What follows belongs to an exercise in optimizing a design on an open flow for small area and a short achievable clock period; a production flow would make more cautious choices.
In this exercise RTL edits were held to simulation tests only and were not proved equivalent to the original.

==> flow/flow/run.sh <==
#!/bin/bash
set -euo pipefail
export BUFFER_PORTS_ARGS="-buffer_cell sky130_fd_sc_hd__buf_2"
bash standard.sh > standard.log 2>&1
==> flow/standard.sh <==
#!/bin/bash
# synth_recipe.tcl (not shown) runs the flow's synth.tcl, then flattens the netlist and writes it again
# the make line also repeats each setting of config.mk as NAME=value (left out here)
make -C /OpenROAD-flow-scripts/flow DESIGN_CONFIG=/design/flow/config.mk WORK_HOME=/design/flow/orfs CLKGATE_MAP_FILE= SYNTH_SCRIPT=/design/flow/synth_recipe.tcl "${@:-finish}"
==> flow/config.mk <==
export PLATFORM = sky130hd
export DESIGN_NAME = pe
export DESIGN_NICKNAME = pe
export VERILOG_FILES = /design/flow/design.v
export SDC_FILE = /design/flow/constraint.sdc
export NUM_CORES = 4
export LEC_CHECK = 0
export ABC_AREA = 1
export CAP_MARGIN = 20
export CORE_MARGIN = 2
export CORE_UTILIZATION = 40
export CTS_BUF_LIST = sky130_fd_sc_hd__clkbuf_8
export CTS_CLUSTER_SIZE = 30
export SETUP_SLACK_MARGIN = 3.6
export SLEW_MARGIN = 60
export SYNTH_HIERARCHICAL = 1
export TNS_END_PERCENT = 0
==> flow/constraint.sdc <==
create_clock -name core_clock -period 9.0 [get_ports {clk}]
set_input_delay 1.8000 -clock core_clock [delete_from_list [all_inputs] [get_ports {clk}]]
set_output_delay 1.8000 -clock core_clock [all_outputs]
set_load 0.01 [all_outputs]
==> flow/design.v <==
module pe (
    input wire clk,
    input wire rst,
    input wire [31:0] a,
    input wire [31:0] b,
    output wire [31:0] c
);
  reg [63:0] st;
  wire [32:0] bx = {b, 1'b0};
  wire [15:0] one, two, neg;
  genvar gi;
  generate
    for (gi = 0; gi < 16; gi = gi + 1) begin : enc
      assign one[gi] = bx[2*gi+1] ^ bx[2*gi];
      assign two[gi] = (bx[2*gi+2] & ~bx[2*gi+1] & ~bx[2*gi]) | (~bx[2*gi+2] & bx[2*gi+1] & bx[2*gi]);
      assign neg[gi] = bx[2*gi+2];
    end
  endgenerate
  wire [31:0] pp0;
  wire x0 = one[0] & a[0];
  wire e0 = neg[0] & ~x0;
  assign pp0[31:1] = ((a[31:1] & {31{one[0]}}) | (a[30:0] & {31{two[0]}})) ^ {31{neg[0]}};
  assign pp0[0] = x0;
  wire [29:0] pp1;
  wire x1 = one[1] & a[0];
  wire e1 = neg[1] & ~x1;
  assign pp1[29:1] = ((a[29:1] & {29{one[1]}}) | (a[28:0] & {29{two[1]}})) ^ {29{neg[1]}};
  assign pp1[0] = x1;
  wire [27:0] pp2;
  wire x2 = one[2] & a[0];
  wire e2 = neg[2] & ~x2;
  assign pp2[27:1] = ((a[27:1] & {27{one[2]}}) | (a[26:0] & {27{two[2]}})) ^ {27{neg[2]}};
  assign pp2[0] = x2;
  wire [25:0] pp3;
  wire x3 = one[3] & a[0];
  wire e3 = neg[3] & ~x3;
  assign pp3[25:1] = ((a[25:1] & {25{one[3]}}) | (a[24:0] & {25{two[3]}})) ^ {25{neg[3]}};
  assign pp3[0] = x3;
  wire [23:0] pp4;
  wire x4 = one[4] & a[0];
  wire e4 = neg[4] & ~x4;
  assign pp4[23:1] = ((a[23:1] & {23{one[4]}}) | (a[22:0] & {23{two[4]}})) ^ {23{neg[4]}};
  assign pp4[0] = x4;
  wire [21:0] pp5;
  wire x5 = one[5] & a[0];
  wire e5 = neg[5] & ~x5;
  assign pp5[21:1] = ((a[21:1] & {21{one[5]}}) | (a[20:0] & {21{two[5]}})) ^ {21{neg[5]}};
  assign pp5[0] = x5;
  wire [19:0] pp6;
  wire x6 = one[6] & a[0];
  wire e6 = neg[6] & ~x6;
  assign pp6[19:1] = ((a[19:1] & {19{one[6]}}) | (a[18:0] & {19{two[6]}})) ^ {19{neg[6]}};
  assign pp6[0] = x6;
  wire [17:0] pp7;
  wire x7 = one[7] & a[0];
  wire e7 = neg[7] & ~x7;
  assign pp7[17:1] = ((a[17:1] & {17{one[7]}}) | (a[16:0] & {17{two[7]}})) ^ {17{neg[7]}};
  assign pp7[0] = x7;
  wire [15:0] pp8;
  wire x8 = one[8] & a[0];
  wire e8 = neg[8] & ~x8;
  assign pp8[15:1] = ((a[15:1] & {15{one[8]}}) | (a[14:0] & {15{two[8]}})) ^ {15{neg[8]}};
  assign pp8[0] = x8;
  wire [13:0] pp9;
  wire x9 = one[9] & a[0];
  wire e9 = neg[9] & ~x9;
  assign pp9[13:1] = ((a[13:1] & {13{one[9]}}) | (a[12:0] & {13{two[9]}})) ^ {13{neg[9]}};
  assign pp9[0] = x9;
  wire [11:0] pp10;
  wire x10 = one[10] & a[0];
  wire e10 = neg[10] & ~x10;
  assign pp10[11:1] = ((a[11:1] & {11{one[10]}}) | (a[10:0] & {11{two[10]}})) ^ {11{neg[10]}};
  assign pp10[0] = x10;
  wire [9:0] pp11;
  wire x11 = one[11] & a[0];
  wire e11 = neg[11] & ~x11;
  assign pp11[9:1] = ((a[9:1] & {9{one[11]}}) | (a[8:0] & {9{two[11]}})) ^ {9{neg[11]}};
  assign pp11[0] = x11;
  wire [7:0] pp12;
  wire x12 = one[12] & a[0];
  wire e12 = neg[12] & ~x12;
  assign pp12[7:1] = ((a[7:1] & {7{one[12]}}) | (a[6:0] & {7{two[12]}})) ^ {7{neg[12]}};
  assign pp12[0] = x12;
  wire [5:0] pp13;
  wire x13 = one[13] & a[0];
  wire e13 = neg[13] & ~x13;
  assign pp13[5:1] = ((a[5:1] & {5{one[13]}}) | (a[4:0] & {5{two[13]}})) ^ {5{neg[13]}};
  assign pp13[0] = x13;
  wire [3:0] pp14;
  wire x14 = one[14] & a[0];
  wire e14 = neg[14] & ~x14;
  assign pp14[3:1] = ((a[3:1] & {3{one[14]}}) | (a[2:0] & {3{two[14]}})) ^ {3{neg[14]}};
  assign pp14[0] = x14;
  wire [1:0] pp15;
  wire x15 = one[15] & a[0];
  wire e15 = neg[15] & ~x15;
  assign pp15[1:1] = ((a[1:1] & {1{one[15]}}) | (a[0:0] & {1{two[15]}})) ^ {1{neg[15]}};
  assign pp15[0] = x15;
  wire s1, k2;
  ha u1 (.a(st[0]), .b(x0), .s(s1), .co(k2));
  wire s3, k4;
  fa u3 (.a(st[1]), .b(e0), .c(pp0[1]), .s(s3), .co(k4));
  wire s5, k6;
  ha u5 (.a(k2), .b(s3), .s(s5), .co(k6));
  wire s7, k8;
  fa u7 (.a(st[2]), .b(pp0[2]), .c(x1), .s(s7), .co(k8));
  wire s9, k10;
  fa u9 (.a(k4), .b(s7), .c(k6), .s(s9), .co(k10));
  wire s11, k12;
  fa u11 (.a(st[3]), .b(e1), .c(pp0[3]), .s(s11), .co(k12));
  wire s13, k14;
  fa u13 (.a(pp1[1]), .b(k8), .c(s11), .s(s13), .co(k14));
  wire s15, k16;
  ha u15 (.a(s13), .b(k10), .s(s15), .co(k16));
  wire s17, k18;
  fa u17 (.a(st[4]), .b(pp0[4]), .c(pp1[2]), .s(s17), .co(k18));
  wire s19, k20;
  fa u19 (.a(x2), .b(k12), .c(s17), .s(s19), .co(k20));
  wire s21, k22;
  fa u21 (.a(k14), .b(s19), .c(k16), .s(s21), .co(k22));
  wire s23, k24;
  fa u23 (.a(st[5]), .b(e2), .c(pp0[5]), .s(s23), .co(k24));
  wire s25, k26;
  fa u25 (.a(pp1[3]), .b(pp2[1]), .c(k18), .s(s25), .co(k26));
  wire s27, k28;
  fa u27 (.a(s23), .b(k20), .c(s25), .s(s27), .co(k28));
  wire s29, k30;
  ha u29 (.a(s27), .b(k22), .s(s29), .co(k30));
  wire s31, k32;
  fa u31 (.a(st[6]), .b(pp0[6]), .c(pp1[4]), .s(s31), .co(k32));
  wire s33, k34;
  fa u33 (.a(pp2[2]), .b(x3), .c(k24), .s(s33), .co(k34));
  wire s35, k36;
  fa u35 (.a(s31), .b(k26), .c(s33), .s(s35), .co(k36));
  wire s37, k38;
  fa u37 (.a(k28), .b(s35), .c(k30), .s(s37), .co(k38));
  wire s39, k40;
  fa u39 (.a(st[7]), .b(st[8]), .c(e3), .s(s39), .co(k40));
  wire s41, k42;
  fa u41 (.a(pp0[7]), .b(pp1[5]), .c(pp2[3]), .s(s41), .co(k42));
  wire s43, k44;
  fa u43 (.a(pp3[1]), .b(s39), .c(k32), .s(s43), .co(k44));
  wire s45, k46;
  fa u45 (.a(s41), .b(k34), .c(s43), .s(s45), .co(k46));
  wire s47, k48;
  ha u47 (.a(k36), .b(s45), .s(s47), .co(k48));
  wire s49, k50;
  fa u49 (.a(st[9]), .b(pp0[8]), .c(pp1[6]), .s(s49), .co(k50));
  wire s51, k52;
  fa u51 (.a(pp2[4]), .b(pp3[2]), .c(x4), .s(s51), .co(k52));
  wire s53, k54;
  fa u53 (.a(k40), .b(k42), .c(s49), .s(s53), .co(k54));
  wire s55, k56;
  fa u55 (.a(s51), .b(k44), .c(s53), .s(s55), .co(k56));
  wire s57, k58;
  fa u57 (.a(k46), .b(s55), .c(k48), .s(s57), .co(k58));
  wire s59, k60;
  fa u59 (.a(st[10]), .b(e4), .c(pp0[9]), .s(s59), .co(k60));
  wire s61, k62;
  fa u61 (.a(pp1[7]), .b(pp2[5]), .c(pp3[3]), .s(s61), .co(k62));
  wire s63, k64;
  fa u63 (.a(pp4[1]), .b(k50), .c(k52), .s(s63), .co(k64));
  wire s65, k66;
  fa u65 (.a(s59), .b(s61), .c(k54), .s(s65), .co(k66));
  wire s67, k68;
  fa u67 (.a(s63), .b(k56), .c(s65), .s(s67), .co(k68));
  wire s69, k70;
  ha u69 (.a(s67), .b(k58), .s(s69), .co(k70));
  wire s71, k72;
  fa u71 (.a(st[11]), .b(st[12]), .c(pp0[10]), .s(s71), .co(k72));
  wire s73, k74;
  fa u73 (.a(pp1[8]), .b(pp2[6]), .c(pp3[4]), .s(s73), .co(k74));
  wire s75, k76;
  fa u75 (.a(pp4[2]), .b(x5), .c(k60), .s(s75), .co(k76));
  wire s77, k78;
  fa u77 (.a(k62), .b(s71), .c(s73), .s(s77), .co(k78));
  wire s79, k80;
  fa u79 (.a(k64), .b(s75), .c(s77), .s(s79), .co(k80));
  wire s81, k82;
  fa u81 (.a(k66), .b(s79), .c(k68), .s(s81), .co(k82));
  wire s83, k84;
  fa u83 (.a(st[13]), .b(st[14]), .c(e5), .s(s83), .co(k84));
  wire s85, k86;
  fa u85 (.a(pp0[11]), .b(pp1[9]), .c(pp2[7]), .s(s85), .co(k86));
  wire s87, k88;
  fa u87 (.a(pp3[5]), .b(pp4[3]), .c(pp5[1]), .s(s87), .co(k88));
  wire s89, k90;
  fa u89 (.a(s83), .b(k72), .c(k74), .s(s89), .co(k90));
  wire s91, k92;
  fa u91 (.a(s85), .b(s87), .c(k76), .s(s91), .co(k92));
  wire s93, k94;
  fa u93 (.a(s89), .b(k78), .c(s91), .s(s93), .co(k94));
  wire s95, k96;
  ha u95 (.a(k80), .b(s93), .s(s95), .co(k96));
  wire s97, k98;
  fa u97 (.a(st[15]), .b(pp0[12]), .c(pp1[10]), .s(s97), .co(k98));
  wire s99, k100;
  fa u99 (.a(pp2[8]), .b(pp3[6]), .c(pp4[4]), .s(s99), .co(k100));
  wire s101, k102;
  fa u101 (.a(pp5[2]), .b(x6), .c(k84), .s(s101), .co(k102));
  wire s103, k104;
  fa u103 (.a(k86), .b(k88), .c(s97), .s(s103), .co(k104));
  wire s105, k106;
  fa u105 (.a(s99), .b(s101), .c(k90), .s(s105), .co(k106));
  wire s107, k108;
  fa u107 (.a(s103), .b(k92), .c(s105), .s(s107), .co(k108));
  wire s109, k110;
  fa u109 (.a(k94), .b(s107), .c(k96), .s(s109), .co(k110));
  wire s111, k112;
  fa u111 (.a(st[16]), .b(st[17]), .c(e6), .s(s111), .co(k112));
  wire s113, k114;
  fa u113 (.a(pp0[13]), .b(pp1[11]), .c(pp2[9]), .s(s113), .co(k114));
  wire s115, k116;
  fa u115 (.a(pp3[7]), .b(pp4[5]), .c(pp5[3]), .s(s115), .co(k116));
  wire s117, k118;
  fa u117 (.a(pp6[1]), .b(s111), .c(k98), .s(s117), .co(k118));
  wire s119, k120;
  fa u119 (.a(k100), .b(s113), .c(s115), .s(s119), .co(k120));
  wire s121, k122;
  fa u121 (.a(k102), .b(k104), .c(s117), .s(s121), .co(k122));
  wire s123, k124;
  fa u123 (.a(s119), .b(k106), .c(s121), .s(s123), .co(k124));
  wire s125, k126;
  ha u125 (.a(k108), .b(s123), .s(s125), .co(k126));
  wire s127, k128;
  fa u127 (.a(st[18]), .b(st[19]), .c(pp0[14]), .s(s127), .co(k128));
  wire s129, k130;
  fa u129 (.a(pp1[12]), .b(pp2[10]), .c(pp3[8]), .s(s129), .co(k130));
  wire s131, k132;
  fa u131 (.a(pp4[6]), .b(pp5[4]), .c(pp6[2]), .s(s131), .co(k132));
  wire s133, k134;
  fa u133 (.a(x7), .b(k112), .c(k114), .s(s133), .co(k134));
  wire s135, k136;
  fa u135 (.a(k116), .b(s127), .c(s129), .s(s135), .co(k136));
  wire s137, k138;
  fa u137 (.a(s131), .b(k118), .c(s133), .s(s137), .co(k138));
  wire s139, k140;
  fa u139 (.a(k120), .b(s135), .c(k122), .s(s139), .co(k140));
  wire s141, k142;
  fa u141 (.a(s137), .b(s139), .c(k124), .s(s141), .co(k142));
  wire s143, k144;
  fa u143 (.a(st[20]), .b(st[21]), .c(e7), .s(s143), .co(k144));
  wire s145, k146;
  fa u145 (.a(pp0[15]), .b(pp1[13]), .c(pp2[11]), .s(s145), .co(k146));
  wire s147, k148;
  fa u147 (.a(pp3[9]), .b(pp4[7]), .c(pp5[5]), .s(s147), .co(k148));
  wire s149, k150;
  fa u149 (.a(pp6[3]), .b(pp7[1]), .c(s143), .s(s149), .co(k150));
  wire s151, k152;
  fa u151 (.a(k128), .b(k130), .c(k132), .s(s151), .co(k152));
  wire s153, k154;
  fa u153 (.a(s145), .b(s147), .c(s149), .s(s153), .co(k154));
  wire s155, k156;
  fa u155 (.a(k134), .b(k136), .c(s151), .s(s155), .co(k156));
  wire s157, k158;
  fa u157 (.a(s153), .b(k138), .c(s155), .s(s157), .co(k158));
  wire s159, k160;
  ha u159 (.a(k140), .b(s157), .s(s159), .co(k160));
  wire s161, k162;
  fa u161 (.a(st[22]), .b(st[23]), .c(pp0[16]), .s(s161), .co(k162));
  wire s163, k164;
  fa u163 (.a(pp1[14]), .b(pp2[12]), .c(pp3[10]), .s(s163), .co(k164));
  wire s165, k166;
  fa u165 (.a(pp4[8]), .b(pp5[6]), .c(pp6[4]), .s(s165), .co(k166));
  wire s167, k168;
  fa u167 (.a(pp7[2]), .b(x8), .c(k144), .s(s167), .co(k168));
  wire s169, k170;
  fa u169 (.a(k146), .b(k148), .c(s161), .s(s169), .co(k170));
  wire s171, k172;
  fa u171 (.a(s163), .b(s165), .c(k150), .s(s171), .co(k172));
  wire s173, k174;
  fa u173 (.a(s167), .b(k152), .c(s169), .s(s173), .co(k174));
  wire s175, k176;
  fa u175 (.a(k154), .b(s171), .c(k156), .s(s175), .co(k176));
  wire s177, k178;
  fa u177 (.a(s173), .b(k158), .c(s175), .s(s177), .co(k178));
  wire s179, k180;
  fa u179 (.a(st[24]), .b(st[25]), .c(e8), .s(s179), .co(k180));
  wire s181, k182;
  fa u181 (.a(pp0[17]), .b(pp1[15]), .c(pp2[13]), .s(s181), .co(k182));
  wire s183, k184;
  fa u183 (.a(pp3[11]), .b(pp4[9]), .c(pp5[7]), .s(s183), .co(k184));
  wire s185, k186;
  fa u185 (.a(pp6[5]), .b(pp7[3]), .c(pp8[1]), .s(s185), .co(k186));
  wire s187, k188;
  fa u187 (.a(s179), .b(k162), .c(k164), .s(s187), .co(k188));
  wire s189, k190;
  fa u189 (.a(k166), .b(s181), .c(s183), .s(s189), .co(k190));
  wire s191, k192;
  fa u191 (.a(s185), .b(k168), .c(k170), .s(s191), .co(k192));
  wire s193, k194;
  fa u193 (.a(s187), .b(s189), .c(k172), .s(s193), .co(k194));
  wire s195, k196;
  fa u195 (.a(k174), .b(s191), .c(s193), .s(s195), .co(k196));
  wire s197, k198;
  ha u197 (.a(k176), .b(s195), .s(s197), .co(k198));
  wire s199, k200;
  fa u199 (.a(st[26]), .b(st[27]), .c(pp0[18]), .s(s199), .co(k200));
  wire s201, k202;
  fa u201 (.a(pp1[16]), .b(pp2[14]), .c(pp3[12]), .s(s201), .co(k202));
  wire s203, k204;
  fa u203 (.a(pp4[10]), .b(pp5[8]), .c(pp6[6]), .s(s203), .co(k204));
  wire s205, k206;
  fa u205 (.a(pp7[4]), .b(pp8[2]), .c(x9), .s(s205), .co(k206));
  wire s207, k208;
  fa u207 (.a(k180), .b(k182), .c(k184), .s(s207), .co(k208));
  wire s209, k210;
  fa u209 (.a(k186), .b(s199), .c(s201), .s(s209), .co(k210));
  wire s211, k212;
  fa u211 (.a(s203), .b(s205), .c(k188), .s(s211), .co(k212));
  wire s213, k214;
  fa u213 (.a(k190), .b(s207), .c(s209), .s(s213), .co(k214));
  wire s215, k216;
  fa u215 (.a(k192), .b(s211), .c(k194), .s(s215), .co(k216));
  wire s217, k218;
  fa u217 (.a(s213), .b(k196), .c(s215), .s(s217), .co(k218));
  wire s219, k220;
  fa u219 (.a(st[28]), .b(st[29]), .c(st[30]), .s(s219), .co(k220));
  wire s221, k222;
  fa u221 (.a(s219), .b(e9), .c(pp0[19]), .s(s221), .co(k222));
  wire s223, k224;
  fa u223 (.a(pp1[17]), .b(pp2[15]), .c(pp3[13]), .s(s223), .co(k224));
  wire s225, k226;
  fa u225 (.a(pp4[11]), .b(pp5[9]), .c(pp6[7]), .s(s225), .co(k226));
  wire s227, k228;
  fa u227 (.a(pp7[5]), .b(pp8[3]), .c(pp9[1]), .s(s227), .co(k228));
  wire s229, k230;
  fa u229 (.a(k200), .b(k202), .c(k204), .s(s229), .co(k230));
  wire s231, k232;
  fa u231 (.a(k206), .b(s221), .c(s223), .s(s231), .co(k232));
  wire s233, k234;
  fa u233 (.a(s225), .b(s227), .c(k208), .s(s233), .co(k234));
  wire s235, k236;
  fa u235 (.a(k210), .b(s229), .c(s231), .s(s235), .co(k236));
  wire s237, k238;
  fa u237 (.a(k212), .b(s233), .c(k214), .s(s237), .co(k238));
  wire s239, k240;
  ha u239 (.a(s235), .b(k216), .s(s239), .co(k240));
  wire s241, k242;
  fa u241 (.a(st[31]), .b(st[32]), .c(k220), .s(s241), .co(k242));
  wire s243, k244;
  fa u243 (.a(s241), .b(pp0[20]), .c(pp1[18]), .s(s243), .co(k244));
  wire s245, k246;
  fa u245 (.a(pp2[16]), .b(pp3[14]), .c(pp4[12]), .s(s245), .co(k246));
  wire s247, k248;
  fa u247 (.a(pp5[10]), .b(pp6[8]), .c(pp7[6]), .s(s247), .co(k248));
  wire s249, k250;
  fa u249 (.a(pp8[4]), .b(pp9[2]), .c(x10), .s(s249), .co(k250));
  wire s251, k252;
  fa u251 (.a(k222), .b(k224), .c(k226), .s(s251), .co(k252));
  wire s253, k254;
  fa u253 (.a(k228), .b(s243), .c(s245), .s(s253), .co(k254));
  wire s255, k256;
  fa u255 (.a(s247), .b(s249), .c(k230), .s(s255), .co(k256));
  wire s257, k258;
  fa u257 (.a(k232), .b(s251), .c(s253), .s(s257), .co(k258));
  wire s259, k260;
  fa u259 (.a(k234), .b(s255), .c(k236), .s(s259), .co(k260));
  wire s261, k262;
  fa u261 (.a(s257), .b(k238), .c(s259), .s(s261), .co(k262));
  wire s263, k264;
  fa u263 (.a(st[33]), .b(st[34]), .c(st[35]), .s(s263), .co(k264));
  wire s265, k266;
  fa u265 (.a(s263), .b(k242), .c(e10), .s(s265), .co(k266));
  wire s267, k268;
  fa u267 (.a(pp0[21]), .b(pp10[1]), .c(pp1[19]), .s(s267), .co(k268));
  wire s269, k270;
  fa u269 (.a(pp2[17]), .b(pp3[15]), .c(pp4[13]), .s(s269), .co(k270));
  wire s271, k272;
  fa u271 (.a(pp5[11]), .b(pp6[9]), .c(pp7[7]), .s(s271), .co(k272));
  wire s273, k274;
  fa u273 (.a(pp8[5]), .b(pp9[3]), .c(s265), .s(s273), .co(k274));
  wire s275, k276;
  fa u275 (.a(k244), .b(k246), .c(k248), .s(s275), .co(k276));
  wire s277, k278;
  fa u277 (.a(k250), .b(s267), .c(s269), .s(s277), .co(k278));
  wire s279, k280;
  fa u279 (.a(s271), .b(s273), .c(k252), .s(s279), .co(k280));
  wire s281, k282;
  fa u281 (.a(k254), .b(s275), .c(s277), .s(s281), .co(k282));
  wire s283, k284;
  fa u283 (.a(k256), .b(s279), .c(k258), .s(s283), .co(k284));
  wire s285, k286;
  ha u285 (.a(s281), .b(k260), .s(s285), .co(k286));
  wire s287, k288;
  fa u287 (.a(st[36]), .b(st[37]), .c(k264), .s(s287), .co(k288));
  wire s289, k290;
  fa u289 (.a(s287), .b(pp0[22]), .c(pp10[2]), .s(s289), .co(k290));
  wire s291, k292;
  fa u291 (.a(pp1[20]), .b(pp2[18]), .c(pp3[16]), .s(s291), .co(k292));
  wire s293, k294;
  fa u293 (.a(pp4[14]), .b(pp5[12]), .c(pp6[10]), .s(s293), .co(k294));
  wire s295, k296;
  fa u295 (.a(pp7[8]), .b(pp8[6]), .c(pp9[4]), .s(s295), .co(k296));
  wire s297, k298;
  fa u297 (.a(x11), .b(k266), .c(k268), .s(s297), .co(k298));
  wire s299, k300;
  fa u299 (.a(k270), .b(k272), .c(s289), .s(s299), .co(k300));
  wire s301, k302;
  fa u301 (.a(s291), .b(s293), .c(s295), .s(s301), .co(k302));
  wire s303, k304;
  fa u303 (.a(k274), .b(k276), .c(s297), .s(s303), .co(k304));
  wire s305, k306;
  fa u305 (.a(k278), .b(s299), .c(s301), .s(s305), .co(k306));
  wire s307, k308;
  fa u307 (.a(k280), .b(s303), .c(k282), .s(s307), .co(k308));
  wire s309, k310;
  fa u309 (.a(s305), .b(k284), .c(s307), .s(s309), .co(k310));
  wire s311, k312;
  fa u311 (.a(st[38]), .b(st[39]), .c(st[40]), .s(s311), .co(k312));
  wire s313, k314;
  fa u313 (.a(s311), .b(k288), .c(e11), .s(s313), .co(k314));
  wire s315, k316;
  fa u315 (.a(pp0[23]), .b(pp10[3]), .c(pp11[1]), .s(s315), .co(k316));
  wire s317, k318;
  fa u317 (.a(pp1[21]), .b(pp2[19]), .c(pp3[17]), .s(s317), .co(k318));
  wire s319, k320;
  fa u319 (.a(pp4[15]), .b(pp5[13]), .c(pp6[11]), .s(s319), .co(k320));
  wire s321, k322;
  fa u321 (.a(pp7[9]), .b(pp8[7]), .c(pp9[5]), .s(s321), .co(k322));
  wire s323, k324;
  fa u323 (.a(s313), .b(k290), .c(k292), .s(s323), .co(k324));
  wire s325, k326;
  fa u325 (.a(k294), .b(k296), .c(s315), .s(s325), .co(k326));
  wire s327, k328;
  fa u327 (.a(s317), .b(s319), .c(s321), .s(s327), .co(k328));
  wire s329, k330;
  fa u329 (.a(k298), .b(k300), .c(s323), .s(s329), .co(k330));
  wire s331, k332;
  fa u331 (.a(k302), .b(s325), .c(s327), .s(s331), .co(k332));
  wire s333, k334;
  fa u333 (.a(k304), .b(s329), .c(k306), .s(s333), .co(k334));
  wire s335, k336;
  ha u335 (.a(s331), .b(k308), .s(s335), .co(k336));
  wire s337, k338;
  fa u337 (.a(st[41]), .b(st[42]), .c(k312), .s(s337), .co(k338));
  wire s339, k340;
  fa u339 (.a(s337), .b(pp0[24]), .c(pp10[4]), .s(s339), .co(k340));
  wire s341, k342;
  fa u341 (.a(pp11[2]), .b(pp1[22]), .c(pp2[20]), .s(s341), .co(k342));
  wire s343, k344;
  fa u343 (.a(pp3[18]), .b(pp4[16]), .c(pp5[14]), .s(s343), .co(k344));
  wire s345, k346;
  fa u345 (.a(pp6[12]), .b(pp7[10]), .c(pp8[8]), .s(s345), .co(k346));
  wire s347, k348;
  fa u347 (.a(pp9[6]), .b(x12), .c(k314), .s(s347), .co(k348));
  wire s349, k350;
  fa u349 (.a(k316), .b(k318), .c(k320), .s(s349), .co(k350));
  wire s351, k352;
  fa u351 (.a(k322), .b(s339), .c(s341), .s(s351), .co(k352));
  wire s353, k354;
  fa u353 (.a(s343), .b(s345), .c(s347), .s(s353), .co(k354));
  wire s355, k356;
  fa u355 (.a(k324), .b(k326), .c(s349), .s(s355), .co(k356));
  wire s357, k358;
  fa u357 (.a(k328), .b(s351), .c(s353), .s(s357), .co(k358));
  wire s359, k360;
  fa u359 (.a(k330), .b(s355), .c(k332), .s(s359), .co(k360));
  wire s361, k362;
  fa u361 (.a(s357), .b(k334), .c(s359), .s(s361), .co(k362));
  wire s363, k364;
  fa u363 (.a(st[43]), .b(st[44]), .c(st[45]), .s(s363), .co(k364));
  wire s365, k366;
  fa u365 (.a(s363), .b(k338), .c(e12), .s(s365), .co(k366));
  wire s367, k368;
  fa u367 (.a(pp0[25]), .b(pp10[5]), .c(pp11[3]), .s(s367), .co(k368));
  wire s369, k370;
  fa u369 (.a(pp12[1]), .b(pp1[23]), .c(pp2[21]), .s(s369), .co(k370));
  wire s371, k372;
  fa u371 (.a(pp3[19]), .b(pp4[17]), .c(pp5[15]), .s(s371), .co(k372));
  wire s373, k374;
  fa u373 (.a(pp6[13]), .b(pp7[11]), .c(pp8[9]), .s(s373), .co(k374));
  wire s375, k376;
  fa u375 (.a(pp9[7]), .b(s365), .c(k340), .s(s375), .co(k376));
  wire s377, k378;
  fa u377 (.a(k342), .b(k344), .c(k346), .s(s377), .co(k378));
  wire s379, k380;
  fa u379 (.a(s367), .b(s369), .c(s371), .s(s379), .co(k380));
  wire s381, k382;
  fa u381 (.a(s373), .b(k348), .c(k350), .s(s381), .co(k382));
  wire s383, k384;
  fa u383 (.a(s375), .b(k352), .c(s377), .s(s383), .co(k384));
  wire s385, k386;
  fa u385 (.a(s379), .b(k354), .c(k356), .s(s385), .co(k386));
  wire s387, k388;
  fa u387 (.a(s381), .b(s383), .c(k358), .s(s387), .co(k388));
  wire s389, k390;
  ha u389 (.a(s385), .b(k360), .s(s389), .co(k390));
  wire s391, k392;
  fa u391 (.a(st[46]), .b(st[47]), .c(st[48]), .s(s391), .co(k392));
  wire s393, k394;
  fa u393 (.a(k364), .b(s391), .c(pp0[26]), .s(s393), .co(k394));
  wire s395, k396;
  fa u395 (.a(pp10[6]), .b(pp11[4]), .c(pp12[2]), .s(s395), .co(k396));
  wire s397, k398;
  fa u397 (.a(pp1[24]), .b(pp2[22]), .c(pp3[20]), .s(s397), .co(k398));
  wire s399, k400;
  fa u399 (.a(pp4[18]), .b(pp5[16]), .c(pp6[14]), .s(s399), .co(k400));
  wire s401, k402;
  fa u401 (.a(pp7[12]), .b(pp8[10]), .c(pp9[8]), .s(s401), .co(k402));
  wire s403, k404;
  fa u403 (.a(x13), .b(k366), .c(k368), .s(s403), .co(k404));
  wire s405, k406;
  fa u405 (.a(k370), .b(k372), .c(k374), .s(s405), .co(k406));
  wire s407, k408;
  fa u407 (.a(s393), .b(s395), .c(s397), .s(s407), .co(k408));
  wire s409, k410;
  fa u409 (.a(s399), .b(s401), .c(k376), .s(s409), .co(k410));
  wire s411, k412;
  fa u411 (.a(k378), .b(s403), .c(s405), .s(s411), .co(k412));
  wire s413, k414;
  fa u413 (.a(k380), .b(s407), .c(k382), .s(s413), .co(k414));
  wire s415, k416;
  fa u415 (.a(s409), .b(k384), .c(s411), .s(s415), .co(k416));
  wire s417, k418;
  fa u417 (.a(k386), .b(s413), .c(s415), .s(s417), .co(k418));
  wire s419, k420;
  fa u419 (.a(st[49]), .b(st[50]), .c(st[51]), .s(s419), .co(k420));
  wire s421, k422;
  fa u421 (.a(k392), .b(s419), .c(e13), .s(s421), .co(k422));
  wire s423, k424;
  fa u423 (.a(pp0[27]), .b(pp10[7]), .c(pp11[5]), .s(s423), .co(k424));
  wire s425, k426;
  fa u425 (.a(pp12[3]), .b(pp13[1]), .c(pp1[25]), .s(s425), .co(k426));
  wire s427, k428;
  fa u427 (.a(pp2[23]), .b(pp3[21]), .c(pp4[19]), .s(s427), .co(k428));
  wire s429, k430;
  fa u429 (.a(pp5[17]), .b(pp6[15]), .c(pp7[13]), .s(s429), .co(k430));
  wire s431, k432;
  fa u431 (.a(pp8[11]), .b(pp9[9]), .c(s421), .s(s431), .co(k432));
  wire s433, k434;
  fa u433 (.a(k394), .b(k396), .c(k398), .s(s433), .co(k434));
  wire s435, k436;
  fa u435 (.a(k400), .b(k402), .c(s423), .s(s435), .co(k436));
  wire s437, k438;
  fa u437 (.a(s425), .b(s427), .c(s429), .s(s437), .co(k438));
  wire s439, k440;
  fa u439 (.a(s431), .b(k404), .c(k406), .s(s439), .co(k440));
  wire s441, k442;
  fa u441 (.a(k408), .b(s433), .c(s435), .s(s441), .co(k442));
  wire s443, k444;
  fa u443 (.a(s437), .b(k410), .c(k412), .s(s443), .co(k444));
  wire s445, k446;
  fa u445 (.a(s439), .b(s441), .c(k414), .s(s445), .co(k446));
  wire s447, k448;
  ha u447 (.a(k416), .b(s443), .s(s447), .co(k448));
  wire s449, k450;
  fa u449 (.a(st[52]), .b(st[53]), .c(st[54]), .s(s449), .co(k450));
  wire s451, k452;
  fa u451 (.a(k420), .b(s449), .c(pp0[28]), .s(s451), .co(k452));
  wire s453, k454;
  fa u453 (.a(pp10[8]), .b(pp11[6]), .c(pp12[4]), .s(s453), .co(k454));
  wire s455, k456;
  fa u455 (.a(pp13[2]), .b(pp1[26]), .c(pp2[24]), .s(s455), .co(k456));
  wire s457, k458;
  fa u457 (.a(pp3[22]), .b(pp4[20]), .c(pp5[18]), .s(s457), .co(k458));
  wire s459, k460;
  fa u459 (.a(pp6[16]), .b(pp7[14]), .c(pp8[12]), .s(s459), .co(k460));
  wire s461, k462;
  fa u461 (.a(pp9[10]), .b(x14), .c(k422), .s(s461), .co(k462));
  wire s463, k464;
  fa u463 (.a(k424), .b(k426), .c(k428), .s(s463), .co(k464));
  wire s465, k466;
  fa u465 (.a(k430), .b(s451), .c(s453), .s(s465), .co(k466));
  wire s467, k468;
  fa u467 (.a(s455), .b(s457), .c(s459), .s(s467), .co(k468));
  wire s469, k470;
  fa u469 (.a(k432), .b(s461), .c(k434), .s(s469), .co(k470));
  wire s471, k472;
  fa u471 (.a(k436), .b(s463), .c(k438), .s(s471), .co(k472));
  wire s473, k474;
  fa u473 (.a(s465), .b(s467), .c(k440), .s(s473), .co(k474));
  wire s475, k476;
  fa u475 (.a(s469), .b(k442), .c(s471), .s(s475), .co(k476));
  wire s477, k478;
  fa u477 (.a(k444), .b(s473), .c(s475), .s(s477), .co(k478));
  wire s479, k480;
  fa u479 (.a(st[55]), .b(st[56]), .c(st[57]), .s(s479), .co(k480));
  wire s481, k482;
  fa u481 (.a(k450), .b(s479), .c(e14), .s(s481), .co(k482));
  wire s483, k484;
  fa u483 (.a(pp0[29]), .b(pp10[9]), .c(pp11[7]), .s(s483), .co(k484));
  wire s485, k486;
  fa u485 (.a(pp12[5]), .b(pp13[3]), .c(pp14[1]), .s(s485), .co(k486));
  wire s487, k488;
  fa u487 (.a(pp1[27]), .b(pp2[25]), .c(pp3[23]), .s(s487), .co(k488));
  wire s489, k490;
  fa u489 (.a(pp4[21]), .b(pp5[19]), .c(pp6[17]), .s(s489), .co(k490));
  wire s491, k492;
  fa u491 (.a(pp7[15]), .b(pp8[13]), .c(pp9[11]), .s(s491), .co(k492));
  wire s493, k494;
  fa u493 (.a(s481), .b(k452), .c(k454), .s(s493), .co(k494));
  wire s495, k496;
  fa u495 (.a(k456), .b(k458), .c(k460), .s(s495), .co(k496));
  wire s497, k498;
  fa u497 (.a(s483), .b(s485), .c(s487), .s(s497), .co(k498));
  wire s499, k500;
  fa u499 (.a(s489), .b(s491), .c(k462), .s(s499), .co(k500));
  wire s501, k502;
  fa u501 (.a(k464), .b(s493), .c(k466), .s(s501), .co(k502));
  wire s503, k504;
  fa u503 (.a(s495), .b(k468), .c(s497), .s(s503), .co(k504));
  wire s505, k506;
  fa u505 (.a(s499), .b(k470), .c(k472), .s(s505), .co(k506));
  wire s507, k508;
  fa u507 (.a(s501), .b(s503), .c(k474), .s(s507), .co(k508));
  wire s509, k510;
  ha u509 (.a(s505), .b(k476), .s(s509), .co(k510));
  wire s511, k512;
  fa u511 (.a(st[58]), .b(st[59]), .c(st[60]), .s(s511), .co(k512));
  wire s513, k514;
  fa u513 (.a(k480), .b(s511), .c(pp0[30]), .s(s513), .co(k514));
  wire s515, k516;
  fa u515 (.a(pp10[10]), .b(pp11[8]), .c(pp12[6]), .s(s515), .co(k516));
  wire s517, k518;
  fa u517 (.a(pp13[4]), .b(pp14[2]), .c(pp1[28]), .s(s517), .co(k518));
  wire s519, k520;
  fa u519 (.a(pp2[26]), .b(pp3[24]), .c(pp4[22]), .s(s519), .co(k520));
  wire s521, k522;
  fa u521 (.a(pp5[20]), .b(pp6[18]), .c(pp7[16]), .s(s521), .co(k522));
  wire s523, k524;
  fa u523 (.a(pp8[14]), .b(pp9[12]), .c(x15), .s(s523), .co(k524));
  wire s525, k526;
  fa u525 (.a(k482), .b(k484), .c(k486), .s(s525), .co(k526));
  wire s527, k528;
  fa u527 (.a(k488), .b(k490), .c(k492), .s(s527), .co(k528));
  wire s529, k530;
  fa u529 (.a(s513), .b(s515), .c(s517), .s(s529), .co(k530));
  wire s531, k532;
  fa u531 (.a(s519), .b(s521), .c(s523), .s(s531), .co(k532));
  wire s533, k534;
  fa u533 (.a(k494), .b(k496), .c(s525), .s(s533), .co(k534));
  wire s535, k536;
  fa u535 (.a(s527), .b(k498), .c(k500), .s(s535), .co(k536));
  wire s537, k538;
  fa u537 (.a(s529), .b(s531), .c(k502), .s(s537), .co(k538));
  wire s539, k540;
  fa u539 (.a(s533), .b(k504), .c(s535), .s(s539), .co(k540));
  wire s541, k542;
  fa u541 (.a(k506), .b(s537), .c(s539), .s(s541), .co(k542));
  wire s543, k544;
  fa u543 (.a(st[61]), .b(st[62]), .c(st[63]), .s(s543), .co(k544));
  wire s545, k546;
  fa u545 (.a(k512), .b(s543), .c(e15), .s(s545), .co(k546));
  wire s547, k548;
  fa u547 (.a(pp0[31]), .b(pp10[11]), .c(pp11[9]), .s(s547), .co(k548));
  wire s549, k550;
  fa u549 (.a(pp12[7]), .b(pp13[5]), .c(pp14[3]), .s(s549), .co(k550));
  wire s551, k552;
  fa u551 (.a(pp15[1]), .b(pp1[29]), .c(pp2[27]), .s(s551), .co(k552));
  wire s553, k554;
  fa u553 (.a(pp3[25]), .b(pp4[23]), .c(pp5[21]), .s(s553), .co(k554));
  wire s555, k556;
  fa u555 (.a(pp6[19]), .b(pp7[17]), .c(pp8[15]), .s(s555), .co(k556));
  wire s557, k558;
  fa u557 (.a(pp9[13]), .b(s545), .c(k514), .s(s557), .co(k558));
  wire s559, k560;
  fa u559 (.a(k516), .b(k518), .c(k520), .s(s559), .co(k560));
  wire s561, k562;
  fa u561 (.a(k522), .b(k524), .c(s547), .s(s561), .co(k562));
  wire s563, k564;
  fa u563 (.a(s549), .b(s551), .c(s553), .s(s563), .co(k564));
  wire s565, k566;
  fa u565 (.a(s555), .b(k526), .c(k528), .s(s565), .co(k566));
  wire s567, k568;
  fa u567 (.a(s557), .b(k530), .c(s559), .s(s567), .co(k568));
  wire s569, k570;
  fa u569 (.a(k532), .b(s561), .c(s563), .s(s569), .co(k570));
  wire s571, k572;
  fa u571 (.a(k534), .b(s565), .c(k536), .s(s571), .co(k572));
  wire s573, k574;
  fa u573 (.a(s567), .b(s569), .c(k538), .s(s573), .co(k574));
  wire s575, k576;
  ha u575 (.a(s571), .b(k540), .s(s575), .co(k576));
  wire [63:0] nx;
  assign nx[0] = s1;
  assign nx[1] = s5;
  assign nx[2] = s9;
  assign nx[3] = s15;
  assign nx[4] = s21;
  assign nx[5] = s29;
  assign nx[6] = s37;
  assign nx[7] = s47;
  assign nx[8] = k38;
  assign nx[9] = s57;
  assign nx[10] = s69;
  assign nx[11] = k70;
  assign nx[12] = s81;
  assign nx[13] = s95;
  assign nx[14] = k82;
  assign nx[15] = s109;
  assign nx[16] = s125;
  assign nx[17] = k110;
  assign nx[18] = k126;
  assign nx[19] = s141;
  assign nx[20] = k142;
  assign nx[21] = s159;
  assign nx[22] = k160;
  assign nx[23] = s177;
  assign nx[24] = k178;
  assign nx[25] = s197;
  assign nx[26] = k198;
  assign nx[27] = s217;
  assign nx[28] = s237;
  assign nx[29] = s239;
  assign nx[30] = k218;
  assign nx[31] = k240;
  assign nx[32] = s261;
  assign nx[33] = s283;
  assign nx[34] = s285;
  assign nx[35] = k262;
  assign nx[36] = k286;
  assign nx[37] = s309;
  assign nx[38] = s333;
  assign nx[39] = s335;
  assign nx[40] = k310;
  assign nx[41] = k336;
  assign nx[42] = s361;
  assign nx[43] = s387;
  assign nx[44] = s389;
  assign nx[45] = k362;
  assign nx[46] = k388;
  assign nx[47] = k390;
  assign nx[48] = s417;
  assign nx[49] = s445;
  assign nx[50] = s447;
  assign nx[51] = k418;
  assign nx[52] = k446;
  assign nx[53] = k448;
  assign nx[54] = s477;
  assign nx[55] = s507;
  assign nx[56] = s509;
  assign nx[57] = k478;
  assign nx[58] = k508;
  assign nx[59] = k510;
  assign nx[60] = s541;
  assign nx[61] = s573;
  assign nx[62] = s575;
  assign nx[63] = k542;
  always @(posedge clk or posedge rst) begin
    if (rst)
      st <= 64'd0;
    else
      st <= nx;
  end
  assign c[0] = st[0];
  assign c[1] = st[1];
  assign c[2] = st[2];
  assign c[3] = st[3];
  assign c[4] = st[4];
  assign c[5] = st[5];
  assign c[6] = st[6];
  wire s100001, k100002;
  fa u100001 (.a(st[28]), .b(st[29]), .c(st[30]), .s(s100001), .co(k100002));
  wire s100003, k100004;
  fa u100003 (.a(st[31]), .b(st[32]), .c(k100002), .s(s100003), .co(k100004));
  wire s100005, k100006;
  fa u100005 (.a(st[33]), .b(st[34]), .c(st[35]), .s(s100005), .co(k100006));
  wire s100007, k100008;
  fa u100007 (.a(st[36]), .b(st[37]), .c(k100006), .s(s100007), .co(k100008));
  wire s100009, k100010;
  fa u100009 (.a(st[38]), .b(st[39]), .c(st[40]), .s(s100009), .co(k100010));
  wire s100011, k100012;
  fa u100011 (.a(st[41]), .b(st[42]), .c(k100010), .s(s100011), .co(k100012));
  wire s100013, k100014;
  fa u100013 (.a(st[43]), .b(st[44]), .c(st[45]), .s(s100013), .co(k100014));
  wire s100015, k100016;
  fa u100015 (.a(st[46]), .b(st[47]), .c(st[48]), .s(s100015), .co(k100016));
  wire s100017, k100018;
  fa u100017 (.a(st[49]), .b(st[50]), .c(st[51]), .s(s100017), .co(k100018));
  wire s100019, k100020;
  fa u100019 (.a(st[52]), .b(st[53]), .c(st[54]), .s(s100019), .co(k100020));
  wire s100021, k100022;
  fa u100021 (.a(st[55]), .b(st[56]), .c(st[57]), .s(s100021), .co(k100022));
  wire s100023, k100024;
  fa u100023 (.a(st[58]), .b(st[59]), .c(st[60]), .s(s100023), .co(k100024));
  wire s100025, k100026;
  fa u100025 (.a(st[61]), .b(st[62]), .c(st[63]), .s(s100025), .co(k100026));
  wire [24:0] ax = {k100024, k100022, k100020, k100018, k100016, k100014, s100013, s100011, s100009, s100007, s100005, s100003, s100001, st[26], st[24], st[22], st[20], st[18], st[16], st[15], st[13], st[11], st[10], st[9], st[7]};
  wire [24:0] bxx = {s100025, s100023, s100021, s100019, s100017, s100015, k100012, 1'b0, k100008, 1'b0, k100004, 1'b0, 1'b0, st[27], st[25], st[23], st[21], st[19], st[17], 1'b0, st[14], st[12], 1'b0, 1'b0, st[8]};
  wire [24:0] p0 = ax ^ bxx;
  wire [24:0] g0 = ax & bxx;
  wire bg1 = g0[1] | (p0[1] & g0[0]);
  wire bg2 = g0[3] | (p0[3] & g0[2]);
  wire bp2 = p0[3] & p0[2];
  wire bg3 = g0[5] | (p0[5] & g0[4]);
  wire bp3 = p0[5] & p0[4];
  wire bg4 = g0[7] | (p0[7] & g0[6]);
  wire bp4 = p0[7] & p0[6];
  wire bg5 = g0[9] | (p0[9] & g0[8]);
  wire bp5 = p0[9] & p0[8];
  wire bg6 = g0[11] | (p0[11] & g0[10]);
  wire bp6 = p0[11] & p0[10];
  wire bg7 = g0[13] | (p0[13] & g0[12]);
  wire bp7 = p0[13] & p0[12];
  wire bg8 = g0[15] | (p0[15] & g0[14]);
  wire bp8 = p0[15] & p0[14];
  wire bg9 = g0[17] | (p0[17] & g0[16]);
  wire bp9 = p0[17] & p0[16];
  wire bg10 = g0[19] | (p0[19] & g0[18]);
  wire bp10 = p0[19] & p0[18];
  wire bg11 = g0[21] | (p0[21] & g0[20]);
  wire bp11 = p0[21] & p0[20];
  wire bg12 = g0[23] | (p0[23] & g0[22]);
  wire bp12 = p0[23] & p0[22];
  wire bg13 = bg2 | (bp2 & bg1);
  wire bg14 = bg4 | (bp4 & bg3);
  wire bp14 = bp4 & bp3;
  wire bg15 = bg6 | (bp6 & bg5);
  wire bp15 = bp6 & bp5;
  wire bg16 = bg8 | (bp8 & bg7);
  wire bp16 = bp8 & bp7;
  wire bg17 = bg10 | (bp10 & bg9);
  wire bp17 = bp10 & bp9;
  wire bg18 = bg12 | (bp12 & bg11);
  wire bp18 = bp12 & bp11;
  wire bg19 = bg14 | (bp14 & bg13);
  wire bg20 = bg16 | (bp16 & bg15);
  wire bp20 = bp16 & bp15;
  wire bg21 = bg18 | (bp18 & bg17);
  wire bp21 = bp18 & bp17;
  wire bg22 = bg20 | (bp20 & bg19);
  wire bg23 = bg21 | (bp21 & bg22);
  wire bg24 = bg15 | (bp15 & bg19);
  wire bg25 = bg17 | (bp17 & bg22);
  wire bg26 = bg3 | (bp3 & bg13);
  wire bg27 = bg5 | (bp5 & bg19);
  wire bg28 = bg7 | (bp7 & bg24);
  wire bg29 = bg9 | (bp9 & bg22);
  wire bg30 = bg11 | (bp11 & bg25);
  wire bg31 = g0[2] | (p0[2] & bg1);
  wire bg32 = g0[4] | (p0[4] & bg13);
  wire bg33 = g0[6] | (p0[6] & bg26);
  wire bg34 = g0[8] | (p0[8] & bg19);
  wire bg35 = g0[10] | (p0[10] & bg27);
  wire bg36 = g0[12] | (p0[12] & bg24);
  wire bg37 = g0[14] | (p0[14] & bg28);
  wire bg38 = g0[16] | (p0[16] & bg22);
  wire bg39 = g0[18] | (p0[18] & bg29);
  wire bg40 = g0[20] | (p0[20] & bg25);
  wire bg41 = g0[22] | (p0[22] & bg30);
  wire bg42 = g0[24] | (p0[24] & bg23);
  assign c[7] = p0[0];
  assign c[8] = p0[1] ^ g0[0];
  assign c[9] = p0[2] ^ bg1;
  assign c[10] = p0[3] ^ bg31;
  assign c[11] = p0[4] ^ bg13;
  assign c[12] = p0[5] ^ bg32;
  assign c[13] = p0[6] ^ bg26;
  assign c[14] = p0[7] ^ bg33;
  assign c[15] = p0[8] ^ bg19;
  assign c[16] = p0[9] ^ bg34;
  assign c[17] = p0[10] ^ bg27;
  assign c[18] = p0[11] ^ bg35;
  assign c[19] = p0[12] ^ bg24;
  assign c[20] = p0[13] ^ bg36;
  assign c[21] = p0[14] ^ bg28;
  assign c[22] = p0[15] ^ bg37;
  assign c[23] = p0[16] ^ bg22;
  assign c[24] = p0[17] ^ bg38;
  assign c[25] = p0[18] ^ bg29;
  assign c[26] = p0[19] ^ bg39;
  assign c[27] = p0[20] ^ bg25;
  assign c[28] = p0[21] ^ bg40;
  assign c[29] = p0[22] ^ bg30;
  assign c[30] = p0[23] ^ bg41;
  assign c[31] = p0[24] ^ bg23;
endmodule
module fa (
    input wire a,
    input wire b,
    input wire c,
    output wire s,
    output wire co
);
  assign s = a ^ b ^ c;
  assign co = (a & b) | (a & c) | (b & c);
endmodule
module ha (
    input wire a,
    input wire b,
    output wire s,
    output wire co
);
  assign s = a ^ b;
  assign co = a & b;
endmodule
==> results of run 1 <==
[through the flow]
stage	setup WS [ps]	instance area, um^2
floorplan	3784	13720
global placement	2343	14190
detailed placement	2845	14390
CTS	3524	14630
global route	3553	14780
finish	3631	14780
[final timing paths]
path	from	to	slack (ps)
worst max register to register	st[28]	st[37]	4990
worst min-delay path	st[0]	st[0]	540
worst min register to register	st[0]	st[0]	540
min in group asynchronous	rst	st[59]	1420
max in group asynchronous	rst	st[36]	7100
worst max-delay path	b[21]	st[48]	3630
[layout make-up]
| cell class | instances | area share (%) |
|---|---|---|
| timing repair buffer | 126 | 5.622 |
| clock inverter | 7 | 0.5419 |
| clock buffer | 9 | 0.8382 |
| multi-input combinational | 1018 | 76.01 |
| tap | 448 | 3.793 |
| inverter | 90 | 2.337 |
| antenna | 1 | 0.01693 |
| sequential | 64 | 10.84 |
[critical path, delay by kind of cell]
| kind | cells | cell delay [ps] |
|---|---|---|
| AO/OA/AOI/OAI | 1 | 170 |
| XOR/XNOR | 1 | 190 |
| adder cells (fa/ha/maj) | 5 | 2430 |
| buffers and inverters | 2 | 320 |
| AND/OR/NAND/NOR | 2 | 700 |
[placed cells by master, fill, tap and decap left out, drive strengths merged, types with 2 or more instances in the layout]
cell type / instances
nand4: 4
o22ai: 254
xor2: 264
clkinv: 10
fa: 293
a21oi: 20
nand3: 4
xnor2: 4
clkinvlp: 2
clkbuf: 10
o21ai: 20
inv: 84
dfrtp: 64
ha: 37
nor2: 50
nand2: 63
buf: 125
[Yosys stat by module (local to each module, per instance)]
module	flip-flops and latches	area, um^2
fa	0	20.02
pe	64	7821
ha	0	12.51
[cells by family (layout without fill, tap and decap cells)]
family                     after synthesis  after routing  share of synthesized area (%)
AOI/OAI and AO/OA                      296            296                          14.00
xor gates and xnor gates               268            268                          17.11
adders and majority gates              330            330                          46.13
buffers and inverters                  215            232                          7.360
DFF                                     64             64                          11.67
other                                    0              1                              0
and+or+nand+nor                        124            124                          3.730
[per-layer routing]
metal | GRT usage [%] | wire length (um) | part of all wire, %
met4 | 7.181 | 1006 | 2.4
met1 | 33.88 | 17490 | 42
met3 | 5.765 | 3927 | 9.4
met5 | 0 | 0 | 0
met2 | 37.31 | 19220 | 46
[timing repair]
action,CTS,global route
pin swaps,0,2
hold buffers,0,0
resized for setup,5,18
buffers inserted,2,4
setup endpoints to repair,35,27
==> impl_metrics.toml, run 1 <==
[critical_path]
crit_top_cell = "fa_1"
arrival_ps = 5620
cp_slowest_cell = "fa_1"
crit_chain = "clkbuf_4 -> nor2_1 -> inv_1 -> nand2_1 -> o22ai_1 -> xor2_1 -> fa_1 -> fa_1 -> fa_1 -> fa_1 -> fa_1"
crit_path_end_kind = "register"
worstRegToRegCells = 8
slowest_delay_ps = 580
path_class = "input port to register"
worstPathRequired_ps = 9250
crit_fanout = 16
start_kind = "input port"

[synth]
postSynth.asyncResetShare_pct = 100.0
yosys.area.top_type = "fa_1"
synth_area_um2 = 13720
synth_most_common_cell = "fa_1"
synth_nets = 1693
yosys_most_used_dff = "dfrtp_1"
synth_area_leaders = "fa_1 (43%), xor2_1 (17%), dfrtp_1 (12%), o22ai_1 (11%), ha_1 (3.4%)"
syn_area_per_cell_um2 = 10.58
synth_seq_cells = 64
synth_top_area_share_pct = 42.75
synth_cells = 1297
yosys-top-cells-count = "fa_1 (293), xor2_1 (264), o22ai_1 (244)"
synth.distinct_cells = 30
synth_edf_count = 0
yosysWarnings = 7
synth_seq_area_share_pct = 11.67

[layout]
final_layout_size_suffix_gt1_share_pct = 15.14
nets = 1705
largest_reg_flops = 64
final_cells = 1763
fin_util_pct = 43.96
syn2layout_area_growth_pct = 7.715
top_regs = "st: 64 flops"
regMostFlops = "st"
multi_input_area_um2 = 11230
ff_latch_area_um2 = 1602
fillers = 3179

[clocking]
cts.sinks = 64
path_clk_slew_ps = 90
cts_buffer_depth = 2
cts_tree = "built"
htree_levels = 3
clkLatencyLatePin_ps = 380
cts_root_buffer = "clkbuf_8"
cts-buffers-inserted = 9

[global_routing]
grt_max_degree = 65
grt_pass1_vias = 10760
grt_pass1_wl_um = 65490
antenna_found_initial = 1
grtUsageTotal_pct = 24.17
grt_remaining_overflow = 0

[sta]
relSlewSlack_pct = 60.36
finalMaxSlewViolations = 0
tightest_slew_ps = 593.2
finClkSkew_ps = 9.926
fin_hold_ws_ps = 535.9
rsz0062_at_grt = "true"
clock.fmax_mhz = 186.3
finalWorstPathRequiredPeriod_ps = 5369
tns_ps = 0
post-route-period-util_pct = 59.65
hold_viol = 0
setup_violations = 0

[floorplanning]
die-height_um = 189.2
die_w_um = 189.2
die_area_um2 = 35800
ios = 98
core_um2 = 33620
rows = 67
start_util_pct = 40.81

[placement]
port_buffers = 97
dp_cells = 1738
place_congestion = 0.8618
dp_hpwl_um = 30700

[routing]
firstDrtPassIters = 7
antenna_left = 0
drc = 0
routed_wl_um = 41650
via_count = 10170
vias_per_cell = 5.768
drt_iter0_drc = 972
wl_per_cell_um = 23.62

[hold_path]
hold_class = "register to register"
worstHoldPathCells = 1

[run]
cap_violations = 0

[run_status]
status = "finished clean"
==> inputs of run 2 (changes only) <==
--- a/flow/config.mk
+++ b/flow/config.mk
@@ -11,7 +11,7 @@
 export CORE_UTILIZATION = 40
 export CTS_BUF_LIST = sky130_fd_sc_hd__clkbuf_8
 export CTS_CLUSTER_SIZE = 30
-export SETUP_SLACK_MARGIN = 3.6
-export SLEW_MARGIN = 60
+export SETUP_SLACK_MARGIN = 3.9
+export SLEW_MARGIN = 75
 export SYNTH_HIERARCHICAL = 1
 export TNS_END_PERCENT = 0
==> run 2 against run 1 <==
Against the previous run: worst hold slack about the same; wire length up 2.3%; largest cell class unchanged.
==> impl_metrics.toml, run 2 <==
[layout]
nets = 1731
syn2layout_area_growth_pct = 11.87
final_common_cell = "fa_1"
regMostFlops = "st"
insertedDiodeCount = 0
ff_latch_area_um2 = 1602
multi_input_area_um2 = 11360
final_cells = 1788
final_layout_size_suffix_gt1_share_pct = 19.55
final_cell_mix = "fa_1 (278), xor2_1 (264), o22ai_1 (244)"
largest_reg_flops = 64
top_regs = "st: 64 flops"
fillers = 3155

[clocking]
cts-buffers-inserted = 9
cts.sinks = 64
cts_root_buffer = "clkbuf_8"
htree_levels = 3
clkLatencyLatePin_ps = 390
cts_buffer_depth = 2
cts_tree = "built"
path_clk_slew_ps = 100
hold_buffers = 0

[synth]
synth.distinct_cells = 30
yosys_most_used_dff = "dfrtp_1"
synth_edf_count = 0
synth_cells = 1297
synth_area_leaders = "fa_1 (43%), xor2_1 (17%), dfrtp_1 (12%), o22ai_1 (11%), ha_1 (3.4%)"
syn_area_per_cell_um2 = 10.58
synth_most_common_cell = "fa_1"
synth_top_area_share_pct = 42.75
postSynth.asyncResetShare_pct = 100.0
synth_area_um2 = 13720
synth_nets = 1693
synth_seq_area_share_pct = 11.67
yosys-top-cells-count = "fa_1 (293), xor2_1 (264), o22ai_1 (244)"
yosysWarnings = 7
synth_seq_cells = 64
yosys.area.top_type = "fa_1"

[floorplanning]
die-height_um = 189.2
core_um2 = 33620
ios = 98
start_util_pct = 40.81
die_w_um = 189.2
rows = 67
die_area_um2 = 35800

[hold_path]
worstHoldPathCells = 1
hold_class = "register to register"

[global_routing]
grt_pass1_vias = 11240
grt_max_degree = 36
grt_pass1_wl_um = 66990
grtUsageTotal_pct = 24.64
grt_remaining_overflow = 0
antenna_found_initial = 0

[routing]
wl_per_cell_um = 23.82
vias_per_cell = 5.823
firstDrtPassIters = 7
via_count = 10410
antenna_left = 0
drt_iter0_drc = 1271
drc = 0
routed_wl_um = 42590

[sta]
hold_viol = 0
clock.fmax_mhz = 194.0
relSlewSlack_pct = 75.28
setup_violations = 0
finClkSkew_ps = 15.92
tightest_slew_ps = 370.8
finalWorstPathRequiredPeriod_ps = 5154
post-route-period-util_pct = 57.27
tns_ps = 0
rsz0062_at_grt = "true"
finalMaxSlewViolations = 0

[critical_path]
slowest_delay_ps = 510
crit_chain = "buf_16 -> nand2_2 -> nor2_2 -> a21oi_4 -> buf_4 -> buf_4 -> o22ai_1 -> xor2_1 -> fa_2 -> fa_1 -> fa_1 -> fa_1 -> fa_1"
path_class = "input port to register"
worstRegToRegCells = 8
cp_slowest_cell = "fa_1"
crit_path_end_kind = "register"
start_kind = "input port"
crit_fanout = 16
arrival_ps = 5400
worstPathRequired_ps = 9250
crit_top_cell = "fa_1"

[placement]
dp_hpwl_um = 30490
port_buffers = 97
place_congestion = 0.8482
dp_cells = 1747

[run_status]
status = "finished clean"

[run]
cap_violations = 0
[run 2: critical path, delay by kind of cell]
family,cells,cell delay (ps)
AOI/OAI and AO/OA,2,210
xor gates and xnor gates,1,280
adders and majority gates,5,2320
buffers and inverters,3,500
and+or+nand+nor,2,270
[run 2: cells by family after synthesis]
family	count (synthesis)	synth area share [%]
adders and majority gates	330	46.13
AOI/OAI and AO/OA	296	14.00
xor gates and xnor gates	268	17.11
buffers and inverters	215	7.360
and+or+nand+nor	124	3.730
DFF	64	11.67
[run 2: worst paths after layout]
| kind | start | end | slack (ps) |
|---|---|---|---|
| max | b[5] | st[42] | 3850 |
| min | st[0] | st[0] | 540 |
| max reg2reg | st[28] | st[37] | 4960 |
| min reg2reg | st[0] | st[0] | 540 |
| max in group asynchronous | rst | st[42] | 7240 |
| min in group asynchronous | rst | st[8] | 1350 |
[run 2: metal layers]
metal / up-vias / global-route usage (%) / part of all wire [%]
met5: - / 0 / 0
met4: 0 / 7.362 / 2.4
met3: 84 / 5.894 / 8.4
met2: 559 / 39.97 / 48
met1: 5382 / 32.86 / 41
li1: 4387 / - / -
[run 2: timing repair]
item	CTS	global route
gates cloned	2	1
gates resized for setup	24	20
setup buffers	6	14
setup endpoints to repair	31	25
pin swaps	5	9
[run 2: modules after synthesis (local to each module, per instance)]
module	flip-flops and latches	times used	cells inside
fa	0	284	1
ha	0	17	1
pe	64	1	996
[run 2: through the flow]
stage	hold WS, ps	worst slack, ps	area (um^2)	utilization (%)
after detailed placement	512.9	3194	14660	43.62
after global routing	555.9	3798	15350	45.66
final	536.3	3846	15350	45.66
after global placement	502.0	2082	14230	42.33
after CTS	536.3	3855	15100	44.92
after floorplan	479.6	3885	13790	-
[run 2: cell type report]
| class | count | area share (%) |
|---|---|---|
| inverters | 90 | 2.421 |
| well taps | 448 | 3.652 |
| flip-flops and latches | 64 | 10.43 |
| repair buffers | 152 | 8.022 |
| clock inverters | 6 | 0.5462 |
| clock buffers | 10 | 0.8967 |
| multi-input cells | 1018 | 74.03 |
==> inputs of run 3 (changes only) <==
==> flow/flow/run.sh (replaced) <==
#!/bin/bash
set -euo pipefail
export BUFFER_PORTS_ARGS="-buffer_cell sky130_fd_sc_hd__buf_1"
bash standard.sh > standard.log 2>&1
--- a/flow/config.mk
+++ b/flow/config.mk
@@ -11,7 +11,7 @@
 export CORE_UTILIZATION = 40
 export CTS_BUF_LIST = sky130_fd_sc_hd__clkbuf_8
 export CTS_CLUSTER_SIZE = 30
-export SETUP_SLACK_MARGIN = 3.9
-export SLEW_MARGIN = 75
+export SETUP_SLACK_MARGIN = 3.6
+export SLEW_MARGIN = 20
 export SYNTH_HIERARCHICAL = 1
 export TNS_END_PERCENT = 0
==> run 3 against run 2 <==
Against the previous run: still clean on timing, DRC and antenna; sequential cell count unchanged; sequential share of layout area is 0.44 points higher; die area unchanged; register-to-register slack better by 90 ps; global-route usage is 0.26 points lower; final area shrank 4.1%; setup slack worse by 240 ps; synthesized area stayed put.
==> impl_metrics.toml, run 3 <==
[run_status]
status = "finished clean"

[routing]
via_count = 10370
vias_per_cell = 5.855
routed_wl_um = 42180
drt_iter0_drc = 953
wl_per_cell_um = 23.82
drc = 0
firstDrtPassIters = 6
antenna_left = 0

[critical_path]
cp_slowest_cell = "fa_1"
start_kind = "input port"
r2r_slack_ps = 5050
crit_path_end_kind = "register"
cp_num_buf_inv = 1
crit_top_cell = "fa_1"
crit_fanout = 31
crit_chain = "buf_4 -> nor2_2 -> a21oi_4 -> o22ai_1 -> xor2_1 -> fa_1 -> fa_1 -> fa_1 -> fa_1 -> fa_1"
path_class = "input port to register"
slowest_delay_ps = 550
arrival_ps = 5650
worstPathRequired_ps = 9260
path_delay_family = "adder cells"

[clocking]
cts-buffers-inserted = 9
clkLatencyLatePin_ps = 380
htree_levels = 3
cts.sinks = 64
path_clk_slew_ps = 90
cts_tree = "built"
cts_buffer_depth = 2
cts_root_buffer = "clkbuf_8"
hold_buffers = 0

[synth]
synth_most_common_cell = "fa_1"
synth_seq_area_share_pct = 11.67
yosys.area.top_type = "fa_1"
postSynth.asyncResetShare_pct = 100.0
synth_edf_count = 0
yosys_most_used_dff = "dfrtp_1"
synth_area_leaders = "fa_1 (43%), xor2_1 (17%), dfrtp_1 (12%), o22ai_1 (11%), ha_1 (3.4%)"
synth_nets = 1693
synth_cells = 1297
yosys-top-cells-count = "fa_1 (293), xor2_1 (264), o22ai_1 (244)"
yosysWarnings = 7
syn_area_per_cell_um2 = 10.58
synth.distinct_cells = 30
synth_seq_cells = 64
synth_area_um2 = 13720
synth_top_area_share_pct = 42.75

[layout]
insertedDiodeCount = 0
regMostFlops = "st"
final_common_cell = "fa_1"
fillers = 3203
final_layout_size_suffix_gt1_share_pct = 8.919
syn2layout_area_growth_pct = 7.341
largest_reg_flops = 64
nets = 1714
design_area_um2 = 14730
top_regs = "st: 64 flops"
final_cell_mix = "fa_1 (291), xor2_1 (260), o22ai_1 (244)"

[floorplanning]
die_w_um = 189.2
rows = 67
core_um2 = 33620
start_util_pct = 40.81
ios = 98
die-height_um = 189.2
die_area_um2 = 35800

[sta]
hold_viol = 0
finClkSkew_ps = 9.443
relSlewSlack_pct = 28.61
post-route-period-util_pct = 59.95
tns_ps = 0
finalWorstPathRequiredPeriod_ps = 5395
setup_violations = 0
setup_ws_ps = 3605
clock.fmax_mhz = 185.3
finalMaxSlewViolations = 0
tightest_slew_ps = 1070
rsz0062_at_grt = "true"

[placement]
port_buffers = 97
dp_slack_ps = 2664
dp_hpwl_um = 30130
placed_cell_area_um2 = 14150
place_congestion = 0.8661

[global_routing]
grtUsageTotal_pct = 24.38
grt_remaining_overflow = 0
grt_pass1_wl_um = 65690
antenna_found_initial = 0
grt_pass1_vias = 10950
grt_max_degree = 65

[hold_path]
hold_class = "register to register"

[run]
cap_violations = 0
[run 3: cell families (layout without fill, tap and decap cells)]
kind of cell / Yosys count / in the layout / synth area share [%]
XOR/XNOR: 268 / 268 / 17.11
adder cells (fa/ha/maj): 330 / 330 / 46.13
AO/OA/AOI/OAI: 296 / 298 / 14.00
flip-flops: 64 / 64 / 11.67
buffers and inverters: 215 / 239 / 7.360
AND/OR/NAND/NOR: 124 / 124 / 3.730
[run 3: worst paths after layout]
path	endpoint	from	depth (start not counted)
max	st[37]	b[7]	10
min	st[0]	st[0]	1
min reg2reg	st[0]	st[0]	1
max in group asynchronous	st[36]	rst	3
min in group asynchronous	st[0]	rst	3
max reg2reg	st[42]	st[33]	7
[run 3: per-stage QoR]
stage / util, % / instances / hold slack [ps]
after global routing: 43.81 / 1771 / 547.0
final: 43.81 / 1771 / 517.3
after CTS: 43.39 / 1766 / 527.3
after detailed placement: 42.09 / 1739 / 504.0
after global placement: 42.08 / 1739 / 495.2
after floorplan: - / 1297 / 479.6
[run 3: metal layers]
metal  share of wire (%)  vias up  global-route usage [%]  routed length [um]
met5                   0        -                       0                   0
met4                 3.7        0                   8.714                1557
met3                 9.2       89                   5.171                3877
met2                  45      559                   36.84               18910
met1                  42     5380                   34.69               17840
li1                    -     4341                       -                   -
[run 3: final cells by class]
class                           count  area [um^2]  area share, %
Timing Repair Buffer              132        740.7          5.030
Timing Repair inverter              1        7.507        0.05098
Clock buffer                       10        137.6         0.9346
Tap cell                          448        560.5          3.806
Sequential cell                    64         1602          10.88
Clock inverter                      6        67.56         0.4588
Multi-Input combinational cell   1020        11270          76.52
Inverter                           90        342.8          2.328
[run 3: what timing repair did]
| item | 4_1_cts | 5_1_grt |
|---|---|---|
| setup buffers | 8 | 5 |
| pin swaps | 0 | 2 |
| cloned | 3 | 0 |
| gates resized for setup | 26 | 27 |
| endpoints found under the setup margin | 56 | 29 |
[run 3: Yosys stat by module (local to each module, per instance)]
module,flops+latches,times used,cells inside
ha,0,17,1
fa,0,284,1
pe,64,1,996
[run 3: worst reg2reg max path: stages (launching register included)]
cell     delay [ps]
dfrtp_1         440
fa_1            450
fa_1            470
fa_1            540
fa_1            480
fa_1            520
fa_1            540
fa_1            410

re-timing with driven ports:
In the flow no input, the clock included, has a driving cell. The finished layouts below were timed again as built, in two steps.
Step 1 (the two cells are an assumption about what drives the block):
set clk [get_ports {clk}]
set_driving_cell -lib_cell sky130_fd_sc_hd__clkbuf_16 $clk
set_driving_cell -lib_cell sky130_fd_sc_hd__buf_2 [delete_from_list [all_inputs] $clk]
Step 2 times the ports against the registers' clock, not the clock port: input delays grow and output delays shrink by t, the midpoint of the rising clock arrivals with the driver on.
Slacks: no drivers / after step 1 / after step 2; pairs: no drivers / after step 1.
run	t (ns)	setup slack, ns	worst hold slack (ns)
run 1	0.424	3.631 / 3.648 / 3.224	0.536 / 0.536 / 0.536
run 2	0.426	3.846 / 3.752 / 3.326	0.536 / 0.536 / 0.536
run 3	0.430	3.605 / 3.618 / 3.188	0.517 / 0.517 / 0.517
After both steps setup and hold are still met in every run listed. For run 2, which loses most, drivers alone change the setup slack by -0.094 ns; drivers and shift together by -0.520 ns.
